This is an optimization exercise on Yosys and OpenROAD, whose aim is small area, a short achievable clock period and few clock cycles, not a production implementation.
RTL that was checked went through simulation tests only; none was proved equivalent to the original.

==> 06-13 <==
==> flow/design.v <==
module sqrt_u32(
        input             clk,
        input             rst_n,
        input             vld_in,
        input      [31:0] x,
        output reg        vld_out,
        output     [15:0] y
    );
    reg          busy;
    reg [3:0]    cnt;                       
    reg [16:0]   r;                         
    reg [15:0]   q;                         
    reg [27:0]  xs;                        
    assign y = q;
    function [32:0] step(input [32:0] rq, input [1:0] xx);
        reg [18:0] c;
        reg [18:0] b;
        reg [18:0] d;
        reg        s;
        begin
            s = rq[32];
            c = {rq[32:16], xx};
            b = {{2{~s}}, rq[14:0] ^ {15{~s}}, 1'b1, s};
            d = c + b + {18'd0, ~s};
            step = {d[16:0], rq[14:0], ~d[18]};
        end
    endfunction
    reg [32:0] ld;                          
    always @* begin
        case (x[31:28])
            4'd0: ld = {17'h1ffff, 16'd0};
            4'd1: ld = {17'h00000, 16'd1};
            4'd2: ld = {17'h00001, 16'd1};
            4'd3: ld = {17'h00002, 16'd1};
            4'd4: ld = {17'h1fffb, 16'd2};
            4'd5: ld = {17'h1fffc, 16'd2};
            4'd6: ld = {17'h1fffd, 16'd2};
            4'd7: ld = {17'h1fffe, 16'd2};
            4'd8: ld = {17'h1ffff, 16'd2};
            4'd9: ld = {17'h00000, 16'd3};
            4'd10: ld = {17'h00001, 16'd3};
            4'd11: ld = {17'h00002, 16'd3};
            4'd12: ld = {17'h00003, 16'd3};
            4'd13: ld = {17'h00004, 16'd3};
            4'd14: ld = {17'h00005, 16'd3};
            4'd15: ld = {17'h00006, 16'd3};
            default: ld = 33'd0;
        endcase
    end
    reg [32:0] it;                          
    integer k;
    always @* begin
        it = {r, q};
        for (k = 0; k < 1; k = k + 1)
            it = step(it, xs[27-2*k -: 2]);
    end
    always @(posedge clk or negedge rst_n) begin
        if (!rst_n) begin
            busy    <= 1'b0;
            vld_out <= 1'b0;
        end else begin
            vld_out <= busy && cnt == 4'd0;
            if (!busy)
                busy <= vld_in;
            else if (cnt == 4'd0)
                busy <= 1'b0;
        end
    end
    always @(posedge clk) begin
        if (!busy) begin
            {r, q} <= ld;
            xs     <= x[27:0];
            cnt    <= 4'd13;
        end else begin
            {r, q} <= it;
            xs     <= xs << 2;
            cnt    <= cnt - 4'd1;
        end
    end
endmodule
==> flow/flow/run.sh <==
#!/bin/bash
set -euo pipefail
MARGIN=$(cat flow/margin.txt)
bash standard.sh \
  "SETUP_SLACK_MARGIN=$MARGIN" \
  "BUFFER_PORTS_ARGS=-buffer_cell sky130_fd_sc_hd__buf_1" \
  finish > standard.log 2>&1
==> flow/flow/margin.txt <==
7.0
==> flow/standard.sh <==
#!/bin/bash
# synth_recipe.tcl (not shown) runs the flow's synth.tcl, then flattens the netlist and writes it again
# the make line also repeats each setting of config.mk as NAME=value (left out here)
make -C /OpenROAD-flow-scripts/flow DESIGN_CONFIG=/design/flow/config.mk WORK_HOME=/design/flow/orfs CLKGATE_MAP_FILE= SYNTH_SCRIPT=/design/flow/synth_recipe.tcl "${@:-finish}"
==> flow/config.mk <==
export PLATFORM = sky130hd
export DESIGN_NAME = sqrt_u32
export DESIGN_NICKNAME = sqrt_u32
export VERILOG_FILES = /design/flow/design.v
export SDC_FILE = /design/flow/constraint.sdc
export NUM_CORES = 4
export LEC_CHECK = 0
export CAP_MARGIN = 20
export CORE_MARGIN = 2
export CORE_UTILIZATION = 40
export SLEW_MARGIN = 20
==> flow/constraint.sdc <==
create_clock -name core_clock -period 10.0 [get_ports {clk}]
set_input_delay 2.0000 -clock core_clock [delete_from_list [all_inputs] [get_ports {clk}]]
set_output_delay 2.0000 -clock core_clock [all_outputs]
set_load 0.01 [all_outputs]
==> 07-08: changes against 06-13 <==
==> flow/design.v, changed modules only <==
module sqrt_u32(
        input             clk,
        input             rst_n,
        input             vld_in,
        input      [31:0] x,
        output reg        vld_out,
        output     [15:0] y
    );
    localparam K  = 4;                      
    localparam F  = 4;                      
    localparam G  = 0;                      
    localparam L  = (16 - F - G) / K;       
    localparam XW = 32 - 2 * F;             
    localparam CW = (L > 1) ? $clog2(L) : 1;
    reg          busy;
    reg [CW-1:0] cnt;                       
    reg [16:0]   r;                         
    reg [15:0]   q;                         
    reg [XW-1:0] xs;                        
    function [32:0] step(input [32:0] rq, input [1:0] xx);
        reg [18:0] c;
        reg [18:0] d;
        begin
            c = {rq[32:16], xx};
            if (!rq[32])
                d = c - {2'b00, rq[14:0], 2'b01};
            else
                d = c + {2'b00, rq[14:0], 2'b11};
            step = {d[16:0], rq[14:0], ~d[18]};
        end
    endfunction
    reg [32:0] ld;                          
    reg [32:0] it;                          
    reg [32:0] ot;                          
    integer k;
    always @* begin
        ld = 33'd0;
        for (k = 0; k < F; k = k + 1)
            ld = step(ld, x[31-2*k -: 2]);
        it = {r, q};
        for (k = 0; k < K; k = k + 1)
            it = step(it, xs[XW-1-2*k -: 2]);
        ot = {r, q};
        for (k = 0; k < G; k = k + 1)
            ot = step(ot, xs[XW-1-2*k -: 2]);
    end
    assign y = ot[15:0];
    always @(posedge clk or negedge rst_n) begin
        if (!rst_n) begin
            busy    <= 1'b0;
            vld_out <= 1'b0;
        end else begin
            vld_out <= busy && cnt == 0;
            if (!busy)
                busy <= vld_in;
            else if (cnt == 0)
                busy <= 1'b0;
        end
    end
    always @(posedge clk) begin
        if (!busy) begin
            {r, q} <= ld;
            xs     <= x[XW-1:0];
            cnt    <= L - 1;
        end else begin
            {r, q} <= it;
            xs     <= xs << (2 * K);
            cnt    <= cnt - 1'b1;
        end
    end
endmodule
==> flow/run.sh (new file) <==
#!/bin/bash
# synth_recipe.tcl (not shown) runs the flow's synth.tcl, then flattens the netlist and writes it again
# the make line also repeats each setting of config.mk as NAME=value (left out here)
make -C /OpenROAD-flow-scripts/flow DESIGN_CONFIG=/design/flow/config.mk WORK_HOME=/design/flow/orfs CLKGATE_MAP_FILE= SYNTH_SCRIPT=/design/flow/synth_recipe.tcl finish
removed: flow/flow/run.sh
removed: flow/flow/margin.txt
removed: flow/standard.sh
==> 02-23: changes against 06-13 <==
==> flow/design.v, changed modules only <==
module sqrt_u32(
        input             clk,
        input             rst_n,
        input             vld_in,
        input      [31:0] x,
        output reg        vld_out,
        output     [15:0] y
    );
    localparam K  = 1;                      
    localparam F  = 2;                      
    localparam G  = 0;                      
    localparam L  = (16 - F - G) / K;       
    localparam XW = 32 - 2 * F;             
    localparam CW = (L > 8) ? 4 : (L > 4) ? 3 : (L > 2) ? 2 : 1;
    reg          busy;
    reg [CW-1:0] cnt;                       
    reg [16:0]   r;                         
    reg [15:0]   q;                         
    reg [XW-1:0] xs;                        
    function [32:0] step(input [32:0] rq, input [1:0] xx);
        reg [18:0] c;
        reg [18:0] d;
        begin
            c = {rq[32:16], xx};
            if (!rq[32])
                d = c - {2'b00, rq[14:0], 2'b01};
            else
                d = c + {2'b00, rq[14:0], 2'b11};
            step = {d[16:0], rq[14:0], ~d[18]};
        end
    endfunction
    reg [32:0] ld;                          
    reg [32:0] it;                          
    reg [32:0] ot;                          
    integer k;
    always @* begin
        ld = 33'd0;
        for (k = 0; k < F; k = k + 1)
            ld = step(ld, x[31-2*k -: 2]);
        it = {r, q};
        for (k = 0; k < K; k = k + 1)
            it = step(it, xs[XW-1-2*k -: 2]);
        ot = {r, q};
        for (k = 0; k < G; k = k + 1)
            ot = step(ot, xs[XW-1-2*k -: 2]);
    end
    assign y = ot[15:0];
    always @(posedge clk or negedge rst_n) begin
        if (!rst_n) begin
            busy    <= 1'b0;
            vld_out <= 1'b0;
        end else begin
            vld_out <= busy && cnt == 0;
            if (!busy)
                busy <= vld_in;
            else if (cnt == 0)
                busy <= 1'b0;
        end
    end
    always @(posedge clk) begin
        if (!busy) begin
            {r, q} <= ld;
            xs     <= x[XW-1:0];
            cnt    <= L - 1;
        end else begin
            {r, q} <= it;
            xs     <= xs << (2 * K);
            cnt    <= cnt - 1'b1;
        end
    end
endmodule
==> flow/run.sh (new file) <==
#!/bin/bash
# synth_recipe.tcl (not shown) runs the flow's synth.tcl, then flattens the netlist and writes it again
# the make line also repeats each setting of config.mk as NAME=value (left out here)
make -C /OpenROAD-flow-scripts/flow DESIGN_CONFIG=/design/flow/config.mk WORK_HOME=/design/flow/orfs CLKGATE_MAP_FILE= SYNTH_SCRIPT=/design/flow/synth_recipe.tcl finish
removed: flow/flow/run.sh
removed: flow/flow/margin.txt
removed: flow/standard.sh
==> comparison <==
- Non-clock buffer count, lowest first: 06-13, 02-23, 07-08.
- The highest utilization belongs to 02-23, the lowest to 07-08.
- The lowest sequential share of layout area belongs to 07-08, the highest to 06-13.
- In count of clock-buffer cells in the layout, 02-23 and 06-13 do not differ.
- Wire length: 07-08 > 02-23 > 06-13.
- The lowest cell count belongs to 06-13, the highest to 07-08.
- Between 06-13 and 02-23, the lower via count is in 06-13 (gap about 3.4%, measured against 02-23).
- Global-route usage: 07-08 > 02-23 > 06-13.
Testbench counts of 02-23, summed over its fixed seeds: cycles 36,008.
No functional check of the RTL was part of 06-13 and 07-08.

* * *

==> trial 97 <==
sqrt_u32, a different RTL version from the one above (not shown whole).
==> flow/design.v (excerpt) <==
module sqrt_u32(
        input             clk,
        input             rst_n,
        input             vld_in,
        input      [31:0] x,
        output reg        vld_out,
        output     [15:0] y
    );
    reg          busy;
    reg [3:0]    cnt;                       
    reg [16:0]   r;                         
    reg [15:0]   q;                         
    reg [25:0]  xs;                        
    assign y = q;
    function [32:0] step(input [32:0] rq, input [1:0] xx);
        reg [18:0] c;
        reg [18:0] b;
        reg [18:0] d;
        reg        s;
        begin
            s = rq[32];
            c = {rq[32:16], xx};
            b = {{2{~s}}, rq[14:0] ^ {15{~s}}, 1'b1, s};
            d = c + b + {18'd0, ~s};
            step = {d[16:0], rq[14:0], ~d[18]};
        end
    endfunction
    reg [32:0] ld;                          
    always @* begin
        case (x[31:26])
            6'd0: ld = {17'h1ffff, 16'd0};
            6'd1: ld = {17'h00000, 16'd1};
            6'd2: ld = {17'h00001, 16'd1};
            6'd3: ld = {17'h00002, 16'd1};
            6'd4: ld = {17'h1fffb, 16'd2};
            6'd5: ld = {17'h1fffc, 16'd2};
            6'd6: ld = {17'h1fffd, 16'd2};
            6'd7: ld = {17'h1fffe, 16'd2};
            6'd8: ld = {17'h1ffff, 16'd2};
            6'd9: ld = {17'h00000, 16'd3};
            6'd10: ld = {17'h00001, 16'd3};
            6'd11: ld = {17'h00002, 16'd3};
            6'd12: ld = {17'h00003, 16'd3};
            6'd13: ld = {17'h00004, 16'd3};
            6'd14: ld = {17'h00005, 16'd3};
            6'd15: ld = {17'h00006, 16'd3};
            6'd16: ld = {17'h1fff7, 16'd4};
            6'd17: ld = {17'h1fff8, 16'd4};
            6'd18: ld = {17'h1fff9, 16'd4};
            6'd19: ld = {17'h1fffa, 16'd4};
            6'd20: ld = {17'h1fffb, 16'd4};
            6'd21: ld = {17'h1fffc, 16'd4};
            6'd22: ld = {17'h1fffd, 16'd4};
            6'd23: ld = {17'h1fffe, 16'd4};
            6'd24: ld = {17'h1ffff, 16'd4};
            6'd25: ld = {17'h00000, 16'd5};
  ...
==> module sqrt_u32, before the edit <==
module sqrt_u32(
        input             clk,
        input             rst_n,
        input             vld_in,
        input      [31:0] x,
        output reg        vld_out,
        output     [15:0] y
    );
    reg          busy;
    reg [3:0]    cnt;                       
    reg [16:0]   r;                         
    reg [15:0]   q;                         
    reg [25:0]  xs;                        
    assign y = q;
    function [32:0] step(input [32:0] rq, input [1:0] xx);
        reg [18:0] c;
        reg [18:0] b;
        reg [18:0] d;
        reg        s;
        begin
            s = rq[32];
            c = {rq[32:16], xx};
            b = {{2{~s}}, rq[14:0] ^ {15{~s}}, 1'b1, s};
            d = c + b + {18'd0, ~s};
            step = {d[16:0], rq[14:0], ~d[18]};
        end
    endfunction
    reg [32:0] ld;                          
    always @* begin
        case (x[31:26])
            6'd0: ld = {17'h1ffff, 16'd0};
            6'd1: ld = {17'h00000, 16'd1};
            6'd2: ld = {17'h00001, 16'd1};
            6'd3: ld = {17'h00002, 16'd1};
            6'd4: ld = {17'h1fffb, 16'd2};
            6'd5: ld = {17'h1fffc, 16'd2};
            6'd6: ld = {17'h1fffd, 16'd2};
            6'd7: ld = {17'h1fffe, 16'd2};
            6'd8: ld = {17'h1ffff, 16'd2};
            6'd9: ld = {17'h00000, 16'd3};
            6'd10: ld = {17'h00001, 16'd3};
            6'd11: ld = {17'h00002, 16'd3};
            6'd12: ld = {17'h00003, 16'd3};
            6'd13: ld = {17'h00004, 16'd3};
            6'd14: ld = {17'h00005, 16'd3};
            6'd15: ld = {17'h00006, 16'd3};
            6'd16: ld = {17'h1fff7, 16'd4};
            6'd17: ld = {17'h1fff8, 16'd4};
            6'd18: ld = {17'h1fff9, 16'd4};
            6'd19: ld = {17'h1fffa, 16'd4};
            6'd20: ld = {17'h1fffb, 16'd4};
            6'd21: ld = {17'h1fffc, 16'd4};
            6'd22: ld = {17'h1fffd, 16'd4};
            6'd23: ld = {17'h1fffe, 16'd4};
            6'd24: ld = {17'h1ffff, 16'd4};
            6'd25: ld = {17'h00000, 16'd5};
            6'd26: ld = {17'h00001, 16'd5};
            6'd27: ld = {17'h00002, 16'd5};
            6'd28: ld = {17'h00003, 16'd5};
            6'd29: ld = {17'h00004, 16'd5};
            6'd30: ld = {17'h00005, 16'd5};
            6'd31: ld = {17'h00006, 16'd5};
            6'd32: ld = {17'h00007, 16'd5};
            6'd33: ld = {17'h00008, 16'd5};
            6'd34: ld = {17'h00009, 16'd5};
            6'd35: ld = {17'h0000a, 16'd5};
            6'd36: ld = {17'h1fff3, 16'd6};
            6'd37: ld = {17'h1fff4, 16'd6};
            6'd38: ld = {17'h1fff5, 16'd6};
            6'd39: ld = {17'h1fff6, 16'd6};
            6'd40: ld = {17'h1fff7, 16'd6};
            6'd41: ld = {17'h1fff8, 16'd6};
            6'd42: ld = {17'h1fff9, 16'd6};
            6'd43: ld = {17'h1fffa, 16'd6};
            6'd44: ld = {17'h1fffb, 16'd6};
            6'd45: ld = {17'h1fffc, 16'd6};
            6'd46: ld = {17'h1fffd, 16'd6};
            6'd47: ld = {17'h1fffe, 16'd6};
            6'd48: ld = {17'h1ffff, 16'd6};
            6'd49: ld = {17'h00000, 16'd7};
            6'd50: ld = {17'h00001, 16'd7};
            6'd51: ld = {17'h00002, 16'd7};
            6'd52: ld = {17'h00003, 16'd7};
            6'd53: ld = {17'h00004, 16'd7};
            6'd54: ld = {17'h00005, 16'd7};
            6'd55: ld = {17'h00006, 16'd7};
            6'd56: ld = {17'h00007, 16'd7};
            6'd57: ld = {17'h00008, 16'd7};
            6'd58: ld = {17'h00009, 16'd7};
            6'd59: ld = {17'h0000a, 16'd7};
            6'd60: ld = {17'h0000b, 16'd7};
            6'd61: ld = {17'h0000c, 16'd7};
            6'd62: ld = {17'h0000d, 16'd7};
            6'd63: ld = {17'h0000e, 16'd7};
            default: ld = 33'd0;
        endcase
    end
    reg [32:0] it;                          
    integer k;
    always @* begin
        it = {r, q};
        for (k = 0; k < 1; k = k + 1)
            it = step(it, xs[25-2*k -: 2]);
    end
    always @(posedge clk or negedge rst_n) begin
        if (!rst_n) begin
            busy    <= 1'b0;
            vld_out <= 1'b0;
        end else begin
            vld_out <= busy && cnt == 4'd0;
            if (!busy)
                busy <= vld_in;
            else if (cnt == 4'd0)
                busy <= 1'b0;
        end
    end
    always @(posedge clk) begin
        if (!busy) begin
            {r, q} <= ld;
            xs     <= x[25:0];
            cnt    <= 4'd12;
        end else begin
            {r, q} <= it;
            xs     <= xs << 2;
            cnt    <= cnt - 4'd1;
        end
    end
endmodule
==> flow/config.mk <==
export PLATFORM = sky130hd
export DESIGN_NAME = sqrt_u32
export DESIGN_NICKNAME = sqrt_u32
export VERILOG_FILES = /design/flow/design.v
export SDC_FILE = /design/flow/constraint.sdc
export NUM_CORES = 4
export LEC_CHECK = 0
export CAP_MARGIN = 20
export CORE_MARGIN = 2
export CORE_UTILIZATION = 40
export SLEW_MARGIN = 20
==> flow/constraint.sdc <==
create_clock -name core_clock -period 10.0 [get_ports {clk}]
set_input_delay 2.0000 -clock core_clock [delete_from_list [all_inputs] [get_ports {clk}]]
set_output_delay 2.0000 -clock core_clock [all_outputs]
set_load 0.01 [all_outputs]
standard.sh (not shown) runs the stock make flow with config.mk's settings and CLKGATE_MAP_FILE= SYNTH_SCRIPT=/design/flow/synth_recipe.tcl, a recipe that flattens the netlist after the stock synthesis.
==> flow/flow/run.sh <==
#!/bin/bash
set -euo pipefail
MARGIN=$(cat flow/margin.txt)
bash standard.sh \
  "SETUP_SLACK_MARGIN=$MARGIN" \
  "BUFFER_PORTS_ARGS=-buffer_cell sky130_fd_sc_hd__buf_1" \
  finish > standard.log 2>&1
==> flow/flow/margin.txt <==
7.0
==> inputs of trial 87, as changes to trial 97 <==
==> flow/design.v (replaced) <==
module sqrt_u32(
        input             clk,
        input             rst_n,
        input             vld_in,
        input      [31:0] x,
        output reg        vld_out,
        output     [15:0] y
    );
    localparam K  = 3;                      
    localparam F  = 1;                      
    localparam G  = 0;                      
    localparam L  = (16 - F - G) / K;       
    localparam XW = 32 - 2 * F;             
    localparam CW = (L > 1) ? $clog2(L) : 1;
    reg          busy;
    reg [CW-1:0] cnt;                       
    reg [16:0]   r;                         
    reg [15:0]   q;                         
    reg [XW-1:0] xs;                        
    function [32:0] step(input [32:0] rq, input [1:0] xx);
        reg [18:0] c;
        reg [18:0] d;
        begin
            c = {rq[32:16], xx};
            if (!rq[32])
                d = c - {2'b00, rq[14:0], 2'b01};
            else
                d = c + {2'b00, rq[14:0], 2'b11};
            step = {d[16:0], rq[14:0], ~d[18]};
        end
    endfunction
    reg [32:0] ld;                          
    reg [32:0] it;                          
    reg [32:0] ot;                          
    integer k;
    always @* begin
        ld = 33'd0;
        for (k = 0; k < F; k = k + 1)
            ld = step(ld, x[31-2*k -: 2]);
        it = {r, q};
        for (k = 0; k < K; k = k + 1)
            it = step(it, xs[XW-1-2*k -: 2]);
        ot = {r, q};
        for (k = 0; k < G; k = k + 1)
            ot = step(ot, xs[XW-1-2*k -: 2]);
    end
    assign y = ot[15:0];
    always @(posedge clk or negedge rst_n) begin
        if (!rst_n) begin
            busy    <= 1'b0;
            vld_out <= 1'b0;
        end else begin
            vld_out <= busy && cnt == 0;
            if (!busy)
                busy <= vld_in;
            else if (cnt == 0)
                busy <= 1'b0;
        end
    end
    always @(posedge clk) begin
        if (!busy) begin
            {r, q} <= ld;
            xs     <= x[XW-1:0];
            cnt    <= L - 1;
        end else begin
            {r, q} <= it;
            xs     <= xs << (2 * K);
            cnt    <= cnt - 1'b1;
        end
    end
endmodule
==> flow/run.sh (new file) <==
#!/bin/bash
# synth_recipe.tcl (not shown) runs the flow's synth.tcl, then flattens the netlist and writes it again
# the make line also repeats each setting of config.mk as NAME=value (left out here)
make -C /OpenROAD-flow-scripts/flow DESIGN_CONFIG=/design/flow/config.mk WORK_HOME=/design/flow/orfs CLKGATE_MAP_FILE= SYNTH_SCRIPT=/design/flow/synth_recipe.tcl finish
removed: flow/flow/run.sh
removed: flow/flow/margin.txt
removed: flow/standard.sh
==> tab_implementation.tex <==
\begin{tabular}{lr}
\hline
Metric & Value \\
\hline
\multicolumn{2}{l}{\textbf{Placed design}} \\
Worst setup slack after placement & around 6.3 ns \\
\multicolumn{2}{l}{\textbf{Run status}} \\
Result of the run & complete, no violations \\
\multicolumn{2}{l}{\textbf{Clock network}} \\
Root buffer cell & sky130\_fd\_sc\_hd\_\_clkbuf\_8 \\
\multicolumn{2}{l}{\textbf{Floorplan}} \\
Tap Cells & around 110 \\
\multicolumn{2}{l}{\textbf{STA}} \\
Smallest hold slack & about 0.45 ns \\
\multicolumn{2}{l}{\textbf{Layout}} \\
Final core occ & 46.7\% \\
\multicolumn{2}{l}{\textbf{Setup path}} \\
Crit Path Max Fanout & 8 \\
\hline
\end{tabular}
[end of results for trial 97]
==> tab_implementation.tex <==
\begin{tabular}{lr}
\hline
Metric & Value \\
\hline
\multicolumn{2}{l}{\textbf{STA}} \\
Smallest hold slack & about 0.42 ns \\
Final worst setup slack & $\sim$3.2 ns \\
\multicolumn{2}{l}{\textbf{Global route}} \\
Congestion Overflow GR & 0 \\
\multicolumn{2}{l}{\textbf{Run status}} \\
Result of the run & complete, no violations \\
\multicolumn{2}{l}{\textbf{Setup path}} \\
Setup Crit Path Kind & reg2reg \\
Required @ worst endpoint & between 10 and 15 ns \\
\multicolumn{2}{l}{\textbf{Clock network}} \\
Sink Count & roughly 70 \\
CTS buffer count & 9 \\
\multicolumn{2}{l}{\textbf{Placed design}} \\
Worst setup slack after placement & roughly 3.2 ns \\
\multicolumn{2}{l}{\textbf{Floorplan}} \\
Tap Cells & approximately 170 \\
\hline
\end{tabular}
[end of results for trial 87]
Function was not checked in any run of this note: the RTL went through the layout flow alone.

separate check: timing with driven ports:
Ports are ideal in the flow. The routed layouts listed here were re-timed in OpenROAD. Step 1: set_driving_cell puts a clkbuf_16 on clk and a buf_2 on each other input, an assumption about the parent block. Step 2, shift: input delay + t, output delay - t, t = (earliest + latest rising clock arrival at the registers) / 2. This alone moves slack from input paths to output paths. Three values: ideal ports, drivers, drivers and shift; two values: the first two.
run | shift t [ns] | slack for setup (ns) | worst setup path at the end | slew at the worst register clock pin (ns)
06-13 | 0.371 | 7.099 / 7.072 / 6.742 | input to register | 0.08 / 0.08
07-08 | 0.364 | 0.823 / 0.823 / 0.823 | register to register | 0.06 / 0.06
02-23 | 0.373 | 6.672 / 6.640 / 6.431 | input to register | 0.08 / 0.08
trial 97 | 0.371 | 7.041 / 7.047 / 6.676 | input to register | 0.08 / 0.08
trial 87 | 0.383 | 3.210 / 3.210 / 3.210 | register to register | 0.07 / 0.07
After both steps setup and hold are still met in every run listed. For trial 97, which loses most, drivers alone change the setup slack by +0.006 ns; drivers and shift together by -0.365 ns.
